What follows belongs to an exercise in optimizing a design on an open flow for small area and a short achievable clock period; a production flow would make more cautious choices. Function was checked by simulation only, so behaviour that the tests miss may differ from the original. Power is estimated from default activity; no workload was simulated.

==> design/flow/design.v <==
    module fullHashDES(
        input clk,
        input M_valid,
        input rst_n,
        input [63 : 0] C_in, 
        input [7 : 0] M,
        output reg hash_ready,
        output reg [31 : 0] digest_out
    );
    localparam h0_value = 4'h4;
    localparam h1_value = 4'hB;
    localparam h2_value = 4'h7;
    localparam h3_value = 4'h1;
    localparam h4_value = 4'hD;
    localparam h5_value = 4'hF;
    localparam h6_value = 4'h0;
    localparam h7_value = 4'h3;
    reg [15 : 0] counter;
    reg [15 : 0] C;
    reg state;
    reg [7 : 0] M_r;
    wire [7 : 0] [3 : 0] H_main_w_o;
    reg [7 : 0] [3 : 0]  H_main;
    wire [31 : 0] digest;
    reg M_valid_r;
    wire compute_state, init_state, final_state;
    assign compute_state = counter > 0 && state == 1;
    assign init_state = state == 0 && M_valid;
    assign final_state = state == 1 && counter == 0;  
    mainHashIteration main(
        .M(M_r), 
        .h(H_main),
        .h_out(H_main_w_o)
    );
    hashRound_final hashRound_f(
        .C ({48'd0, C}), 
        .h(H_main), 
        .digest(digest)
    );
    always @(posedge clk or negedge rst_n) begin
        if (!rst_n) begin  
            hash_ready <= 0;
            state <= 0;
        end else if(init_state) begin  
            state <= 1;
            hash_ready <= 0;
        end else if(final_state) begin  
            hash_ready <= 1; 
            state <= 0;
        end
    end
    always @(posedge clk) begin
        if (rst_n) begin
            if(init_state) begin  
                counter <= C_in[15 : 0];
                C <= C_in[15 : 0];
                M_r <= M;
                M_valid_r <= M_valid;
                H_main[0] <= h0_value;
                H_main[1] <= h1_value;
                H_main[2] <= h2_value;
                H_main[3] <= h3_value;
                H_main[4] <= h4_value;
                H_main[5] <= h5_value;
                H_main[6] <= h6_value;
                H_main[7] <= h7_value;
            end else if(compute_state) begin 
                if(M_valid_r == 1)begin  
                    counter <= counter - 1; 
                    H_main <= H_main_w_o;
                end
                M_r <= M;  
                M_valid_r <= M_valid;
            end else if(final_state) begin  
                digest_out <= digest;
            end
        end
    end
endmodule
module Sbox (
    input [5 : 0] in,
    output reg [3 : 0] out
);
    reg [1 : 0] row ;
    reg [3 : 0] colum;
    always @(*) begin
        row = {in[5], in[0]};
        colum = in[4 : 1];
        case (colum)
            4'b0000 : case (row)
                        2'b00 :  out = 4'b0010; 
                        2'b01 :  out = 4'b1110;
                        2'b10 :  out = 4'b0100;
                        2'b11 :  out = 4'b1011;
                    endcase
            4'b0001 : case (row)
                        2'b00 :  out = 4'b1100; 
                        2'b01 :  out = 4'b1011;
                        2'b10 :  out = 4'b0010;
                        2'b11 :  out = 4'b1000;
                    endcase
            4'b0010 : case (row)
                        2'b00 :  out = 4'b0100; 
                        2'b01 :  out = 4'b0010;
                        2'b10 :  out = 4'b0001;
                        2'b11 :  out = 4'b1100;
                    endcase
            4'b0011 : case (row)
                        2'b00 :  out = 4'b0001; 
                        2'b01 :  out = 4'b1100;
                        2'b10 :  out = 4'b1011;
                        2'b11 :  out = 4'b0111;
                    endcase
            4'b0100 : case (row)
                        2'b00 :  out = 4'b0111;
                        2'b01 :  out = 4'b0100;
                        2'b10 :  out = 4'b1100;
                        2'b11 :  out = 4'b0001;
                    endcase
            4'b0101 : case (row)
                        2'b00 :  out = 4'b1010; 
                        2'b01 :  out = 4'b0111;
                        2'b10 :  out = 4'b1101;
                        2'b11 :  out = 4'b1110;
                    endcase
            4'b0110 : case (row)
                        2'b00 :  out = 4'b1011;
                        2'b01 :  out = 4'b1101;
                        2'b10 :  out = 4'b0111;
                        2'b11 :  out = 4'b0010;
                    endcase
            4'b0111 : case (row)
                        2'b00 :  out = 4'b0110;
                        2'b01 :  out = 4'b0001;
                        2'b10 :  out = 4'b1000;
                        2'b11 :  out = 4'b1101;
                    endcase
            4'b1000 : case (row)
                        2'b00 :  out = 4'b1000; 
                        2'b01 :  out = 4'b0101;
                        2'b10 :  out = 4'b1111;
                        2'b11 :  out = 4'b0110;
                    endcase
            4'b1001 : case (row)
                        2'b00 :  out = 4'b0101;
                        2'b01 :  out = 4'b0000;
                        2'b10 :  out = 4'b1001;
                        2'b11 :  out = 4'b1111;
                    endcase
            4'b1010 : case (row)
                        2'b00 :  out = 4'b0011;
                        2'b01 :  out = 4'b1111;
                        2'b10 :  out = 4'b1100;
                        2'b11 :  out = 4'b0000;
                    endcase
            4'b1011 : case (row)
                        2'b00 :  out = 4'b1111; 
                        2'b01 :  out = 4'b1100;
                        2'b10 :  out = 4'b0101;
                        2'b11 :  out = 4'b1001;
                    endcase
            4'b1100 :  case (row)
                        2'b00 :  out = 4'b1101;
                        2'b01 :  out = 4'b0011;
                        2'b10 :  out = 4'b0110;
                        2'b11 :  out = 4'b1100;
                    endcase
            4'b1101 :  case (row)
                        2'b00 :  out = 4'b0000; 
                        2'b01 :  out = 4'b1001;
                        2'b10 :  out = 4'b0011;
                        2'b11 :  out = 4'b0100;
                    endcase
            4'b1110 : case (row)
                        2'b00 :  out = 4'b1110; 
                        2'b01 :  out = 4'b1000;
                        2'b10 :  out = 4'b0000;
                        2'b11 :  out = 4'b0101;
                    endcase
            4'b1111 : case (row)
                        2'b00 :  out = 4'b1001;
                        2'b01 :  out = 4'b0110;
                        2'b10 :  out = 4'b1110;
                        2'b11 :  out = 4'b0011;
                    endcase 
        endcase
    end
endmodule
module hashRound (
    input [3 : 0] s_value,  
    input [7 : 0] [3 : 0] h,  
    output reg [7 : 0] [3 : 0]  h_out  
);
reg [3 : 0] tmp; 
    always @(*) begin
        tmp = h[1] ^ s_value;
        h_out[0] = tmp;
        tmp = h[2] ^ s_value;
        h_out[1] = tmp;
        tmp = h[3] ^ s_value;
        h_out[2] = (tmp << 1) | (tmp >> 3);
        tmp = h[4] ^ s_value;
        h_out[3] = (tmp << 1) | (tmp >> 3);
        tmp = h[5] ^ s_value;
        h_out[4] = (tmp << 2) | (tmp >> 2);
        tmp = h[6] ^ s_value;
        h_out[5] = (tmp << 2) | (tmp >> 2);
        tmp = h[7] ^ s_value;
        h_out[6] = (tmp << 3) | (tmp >> 1);
        tmp = h[0] ^ s_value;
        h_out[7] = (tmp << 3) | (tmp >> 1);
    end
endmodule
module hashRound_final (
    input [63 : 0] C,  
    input [7 : 0] [3 : 0] h,  
    output reg [31 : 0] digest  
);
reg [7 : 0] [3 : 0]  s_value;
reg [7 : 0] Ci;
reg [7 : 0] [5 : 0] idx ;
reg [3 : 0] tmp;
reg [7 : 0] [3 : 0] h_out;
Sbox sbox1 (
    .in (idx[0]),
    .out(s_value[0])
);
Sbox sbox2 (
    .in (idx[1]),
    .out(s_value[1])
);
Sbox sbox3 (
    .in (idx[2]),
    .out(s_value[2])
);
Sbox sbox4 (
    .in (idx[3]),
    .out(s_value[3])
);
Sbox sbox5 (
    .in (idx[4]),
    .out(s_value[4])
);
Sbox sbox6 (
    .in (idx[5]),
    .out(s_value[5])
);
Sbox sbox7 (
    .in (idx[6]),
    .out(s_value[6])
);
Sbox sbox8 (
    .in (idx[7]),
    .out(s_value[7])
);
    always @(*) begin
        Ci = C[63 : 56];
        idx[0] = {Ci[7] ^ Ci[1], Ci[3], Ci[2], Ci[5] ^ Ci[0], Ci[4], Ci[6]};
        tmp = h[1] ^ s_value[0];
        h_out[0] = tmp;
        Ci = C[55 : 48];
        idx[1] = {Ci[7] ^ Ci[1], Ci[3], Ci[2], Ci[5] ^ Ci[0], Ci[4], Ci[6]};
        tmp = h[2] ^ s_value[1];
        h_out[1] = tmp;
        Ci = C[47 : 40];
        idx[2] = {Ci[7] ^ Ci[1], Ci[3], Ci[2], Ci[5] ^ Ci[0], Ci[4], Ci[6]};
        tmp = h[3] ^ s_value[2];
        h_out[2] = (tmp << 1) | (tmp >> 3);
        Ci = C[39 : 32];
        idx[3] = {Ci[7] ^ Ci[1], Ci[3], Ci[2], Ci[5] ^ Ci[0], Ci[4], Ci[6]};
        tmp = h[4] ^ s_value[3];
        h_out[3] = (tmp << 1) | (tmp >> 3);
        Ci = C[31 : 24];
        idx[4] = {Ci[7] ^ Ci[1], Ci[3], Ci[2], Ci[5] ^ Ci[0], Ci[4], Ci[6]};
        tmp = h[5] ^ s_value[4];
        h_out[4] = (tmp << 2) | (tmp >> 2);
        Ci = C[23 : 16];
        idx[5] = {Ci[7] ^ Ci[1], Ci[3], Ci[2], Ci[5] ^ Ci[0], Ci[4], Ci[6]};
        tmp = h[6] ^ s_value[5];
        h_out[5] = (tmp << 2) | (tmp >> 2);
        Ci = C[15 : 8];
        idx[6] = {Ci[7] ^ Ci[1], Ci[3], Ci[2], Ci[5] ^ Ci[0], Ci[4], Ci[6]};
        tmp = h[7] ^ s_value[6];
        h_out[6] = (tmp << 3) | (tmp >> 1);
        Ci = C[7 : 0];
        idx[7] = {Ci[7] ^ Ci[1], Ci[3], Ci[2], Ci[5] ^ Ci[0], Ci[4], Ci[6]};     
        tmp = h[0] ^ s_value[7];
        h_out[7] = (tmp << 3) | (tmp >> 1);
        digest = {h_out[0], h_out[1], h_out[2], h_out[3], h_out[4], h_out[5], h_out[6], h_out[7]};
    end
endmodule
module mainHashIteration (
    input [7 : 0] M,
    input [7 : 0] [3 : 0] h,
    output [7 : 0] [3 : 0] h_out
);
reg [3 : 0] s_value;
wire [5 : 0] M6;
assign M6 = {M[3] ^ M[2], M[1], M[0], M[7], M[6], M[5] ^ M[4]};
Sbox sbox(
    .in (M6),
    .out (s_value)
);
wire [7 : 0] [3 : 0] h1_out;
hashRound round1 (
    .s_value(s_value),
    .h(h),
    .h_out(h1_out)
);
wire [7 : 0] [3 : 0] h2_out;
hashRound round2 (
    .s_value(s_value),
    .h(h1_out),
    .h_out(h2_out)
);
wire [7 : 0] [3 : 0] h3_out;
hashRound round3 (
    .s_value(s_value),
    .h(h2_out),
    .h_out(h3_out)
);
hashRound round4 (
    .s_value(s_value),
    .h(h3_out),
    .h_out(h_out)
);
endmodule
==> design/flow/run.sh <==
#!/bin/bash
# synth_recipe.tcl (not shown) runs the flow's synth.tcl, then flattens the netlist and writes it again
# the make line also repeats each setting of config.mk as NAME=value (left out here)
make -C /OpenROAD-flow-scripts/flow DESIGN_CONFIG=/design/flow/config.mk WORK_HOME=/design/flow/orfs CLKGATE_MAP_FILE= SYNTH_SCRIPT=/design/flow/synth_recipe.tcl finish
==> design/flow/config.mk <==
export PLATFORM = sky130hd
export DESIGN_NAME = fullHashDES
export DESIGN_NICKNAME = fullHashDES
export VERILOG_FILES = /design/flow/design.v
export SDC_FILE = /design/flow/constraint.sdc
export NUM_CORES = 4
export LEC_CHECK = 0
export CAP_MARGIN = 20
export CORE_MARGIN = 2
export CORE_UTILIZATION = 40
export SLEW_MARGIN = 20
==> design/flow/constraint.sdc <==
create_clock -name core_clock -period 3.3 [get_ports {clk}]
set_input_delay 0.6600 -clock core_clock [delete_from_list [all_inputs] [get_ports {clk}]]
set_output_delay 0.6600 -clock core_clock [all_outputs]
set_load 0.01 [all_outputs]
==> summary.txt <==
power by group through the flow:
stage	sequential (W)	clock, W	combinational, W
finish	0.00168	0.00108	0.000699
global route	0.00169	0.00115	0.000767
CTS	0.00168	0.00111	0.000706
detailed placement	0.00171	0	0.000702
global placement	0.00171	0	0.000680
floorplan	0.00169	0	0.000516
cell usage after synthesis, types with 5 or more instances:
cell and n:
buf_2 5, nand2_1 64, xnor2_1 33, o21ai_0 46, ha_1 23, nor2_1 50
xor2_1 20, edfxtp_1 105, a32oi_1 7, buf_4 5, nand3_1 15, mux2i_1 20
and2_1 10, o22ai_1 6, nor2b_1 14, clkbuf_1 28, inv_1 23, xnor3_1 9
a21oi_1 26, nor3_1 17, a31oi_1 10, nand2b_1 14
cells by family (layout without fill, tap and decap cells):
| family | Yosys count | after routing |
|---|---|---|
| simple gates | 211 | 211 |
| buf+inv | 69 | 132 |
| flops | 107 | 107 |
| mux | 24 | 24 |
| compound gates | 145 | 145 |
| xor+xnor | 64 | 64 |
| fa+ha+maj | 23 | 23 |
layer usage:
metal	part of all wire, %	up-vias	global-route usage (%)
li1	-	2460	-
met1	46	2433	22.70
met4	2.3	0	6.784
met5	0	-	0
met3	4.9	27	2.665
met2	47	154	27.47
registers in the layout, indices dropped and copies added, names as in the netlist:
register    cells
C              16
H_main         32
M_r             8
M_valid_r       1
counter        16
digest_out     32
hash_ready      1
state           1
worst paths after layout:
| path | cells past startpoint | slack [ns] | end | start |
|---|---|---|---|---|
| worst max-delay path | 9 | 0.21 | H_main[21] | M_r[2] |
| worst min-delay path | 0 | 0.47 | digest_out[26] | H_main[10] |
| worst max register to register | 9 | 0.21 | H_main[21] | M_r[2] |
| worst min register to register | 0 | 0.47 | digest_out[26] | H_main[10] |
| max in group asynchronous | 1 | 2.62 | hash_ready | rst_n |
| min in group asynchronous | 1 | 0.51 | state | rst_n |
layout by cell type (no fill, tap or decap), types with 3 or more instances in the layout:
cell type        count
a211oi_1             4
a21oi_1             26
a31oi_1             10
a32o_1               3
a32oi_1              7
and2_1              10
and3_1               4
buf_12               4
buf_4               29
clkbuf_16            9
clkdlybuf4s50_1     59
edfxtp_1           105
ha_1                23
inv_1               23
mux2i_1             20
nand2_1             64
nand2b_1            14
nand3_1             15
nand4_1              4
nor2_1              49
nor2b_1             13
nor3_1              17
o211ai_1             3
o21ai_0             46
o221ai_1             4
o22ai_1              6
o311ai_0             3
or4_1                3
xnor2_1             33
xnor3_1              9
xor2_1              19
cell type report:
type	count	area (µm²)	area share [%]
timing repair buffer	92	888.4	11.02
sequential	107	3203	39.74
clock inverter	6	63.81	0.7917
inverter	24	92.59	1.149
multi-input combinational	467	3308	41.04
tap	220	275.3	3.415
clock buffer	10	229.0	2.841
what timing repair did:
action                                  4_1_cts  5_1_grt
gates resized for setup                       0        1
hold buffers                                  0        0
endpoints found under the setup margin        0        9
critical path, stage by stage, from the launching register on:
cell and delay (ns):
edfxtp_1 0.43, xor2_2 0.23, ha_1 0.46, inv_1 0.09, mux4_2 0.48, a211oi_2 0.30, a31oi_4 0.20, xnor2_4 0.40
xnor2_1 0.17, nand2_1 0.07
metrics by stage:
stage | power [W] | instance area [µm²] | utilization (%)
finish | 0.003459 | 8060 | 48.43
CTS | 0.003497 | 8053 | 48.39
global placement | 0.002386 | 7760 | 46.63
global route | 0.003610 | 8060 | 48.43
floorplan | 0.002204 | 6813 | -
detailed placement | 0.002412 | 7760 | 46.63
==> impl_results.md <==
- Status: complete, no violations
- Seq pwr share: 48.6%
- Period Utilization, post-route: 93.59%
- Main synth FF type: edfxtp_1
- Setup tns final: 0 ns
- CP Capture Type: flop
- Mapped Cells: 643
- Distinct cells, synth: 74
- Warnings from Yosys: 4
- CTS Buf Count: 9
- Largest net degree at the start of global routing: 49
- Max Transition Viols Final: 0
- Synth Register Bits: 107
- Simple-gate area share of the yosys netlist: 15.03%
- Iter 0 DRT Violations: 384
- Post-route ant nets: 0
- GRT Residual Overflow: 0
- GPL Wtd Cong: 0.8891
- Clock latency (worst-skew pair): 0.35 ns
- Post-synthesis mux area share: 3.987%
- DR WL/cell: 16.31 µm
- Number of synthesized flops with an enable pin: 105
- Vias: 5074
- Clk root buf: clkbuf_16
- WP data arrival: 3.19 ns
- Final Hold Fails: 0
- Setup bufs post-CTS: 0
- # IOs: 108
- Fin crit period: 3.088 ns
- Total GRT Usage: 16.89%
- H-tree depth: 3
- Port Buffers: 59
- Fin worst setup slack: 0.2117 ns
- Synth top area share: 46.30%
- RSZ-0062 raised after global routing: false
- Starting Density: 40.92%
- Crit path kind: flop to flop
- Initial antenna violation count: 0
- Ys async rst share: 1.869%
- Synth Area in Compound Gates: 14.48%
- First-pass GRT wire length: 24.51 mm
- Switching power of the nets: 0.0008478 W
- Layout Skew: 0.009394 ns
- Router iterations before antenna repair: 5
- TritonCTS clock tree: built
- Crit start category: flop
- Crit-path max FO: 8
- Cell count after placement: 910
- Crit path required time: 3.40 ns
- Rel. slew slack: 33.83%
- Int Power: 0.002612 W
- Place WS: 0.1535 ns
- Setup Viol. Count Final: 0
- Area contributors post-synth: edfxtp_1 46%, xnor2_1 4.2%, ha_1 4.2%, nand2_1 3.5%, o21ai_0 3.4%
- Peak VDD IR: 0.3035 mV
- Sink Count: 107
- Site row count: 47
- Placeable Area: 16640 µm²
- Register clock-pin slew on the reported worst setup and hold paths: 0.07 ns
- Vias in the first global route: 4892
- Die ar.: 18080 µm²
- Synth Area in XOR/XNOR: 10.60%
- Mapped Area: 6810 µm²
- Least-Margin Pin Slew: 0.9926 ns
- HPWL after DPL: 10.66 mm
- FMAX: 323.8 MHz
- Post-route insts no fill: 926
- Vias per inst: 5.479
- Nets: 799
- Post-Synth Adder-Cell Area: 4.226%
- Total wire length: 15.11 mm
- Chip Width: 134.5 µm
- PD cells: 429.2 nW/µm²
- Syn Area/Cell: 10.59 µm²
- Combinational share of power: 20.2%
- Mapped Nets: 741
- Fill cells: 1513
- Post-synthesis sequential area ratio: 47.03%
- Leak pwr: 2.934 nW
- Fin Hold WS: 0.4663 ns
- Clock power frac: 31.2%
- Largest family of logic cells by synthesized area: simple AND/OR/NAND/NOR gates
- Share of cells above drive strength 1: 9.065%
- Hold Path Class: flop to flop
- Die height: 134.5 µm
- Area leader, netlist: edfxtp_1
- Ant diodes: 0
- Sw Ratio: 24.51%
- Longest Clk Path Bufs: 2
- Area Overhead vs Synth: 18.35%
- Max Cap Viol: 0
- DRC viols: 0

static timing again, ports no longer ideal:
In the flow no input, the clock included, has a driving cell. The finished layout below was timed again as built, in two steps. Step 1 sets driving cells, clkbuf_16 on the clock port and buf_2 on the other inputs (assumed; they add their load-dependent delay and slew). Step 2 adds t to the input delays and takes it off the output delays; t is the mean of the earliest and latest rising clock arrival at the registers after step 1. Input paths then give back, and output paths get back, about the clock's delay inside the block. Slacks: no drivers / after step 1 / after step 2; pairs: no drivers / after step 1.
t, ns: 0.391
setup slack, ns: 0.212 / 0.212 / 0.212
hold WS [ns]: 0.466 / 0.466 / 0.466
worst data-port slew with drivers (ns): 0.04
After both steps setup and hold are still met in this run. For this run, drivers alone change the setup slack by 0.000 ns; drivers and shift together by 0.000 ns.
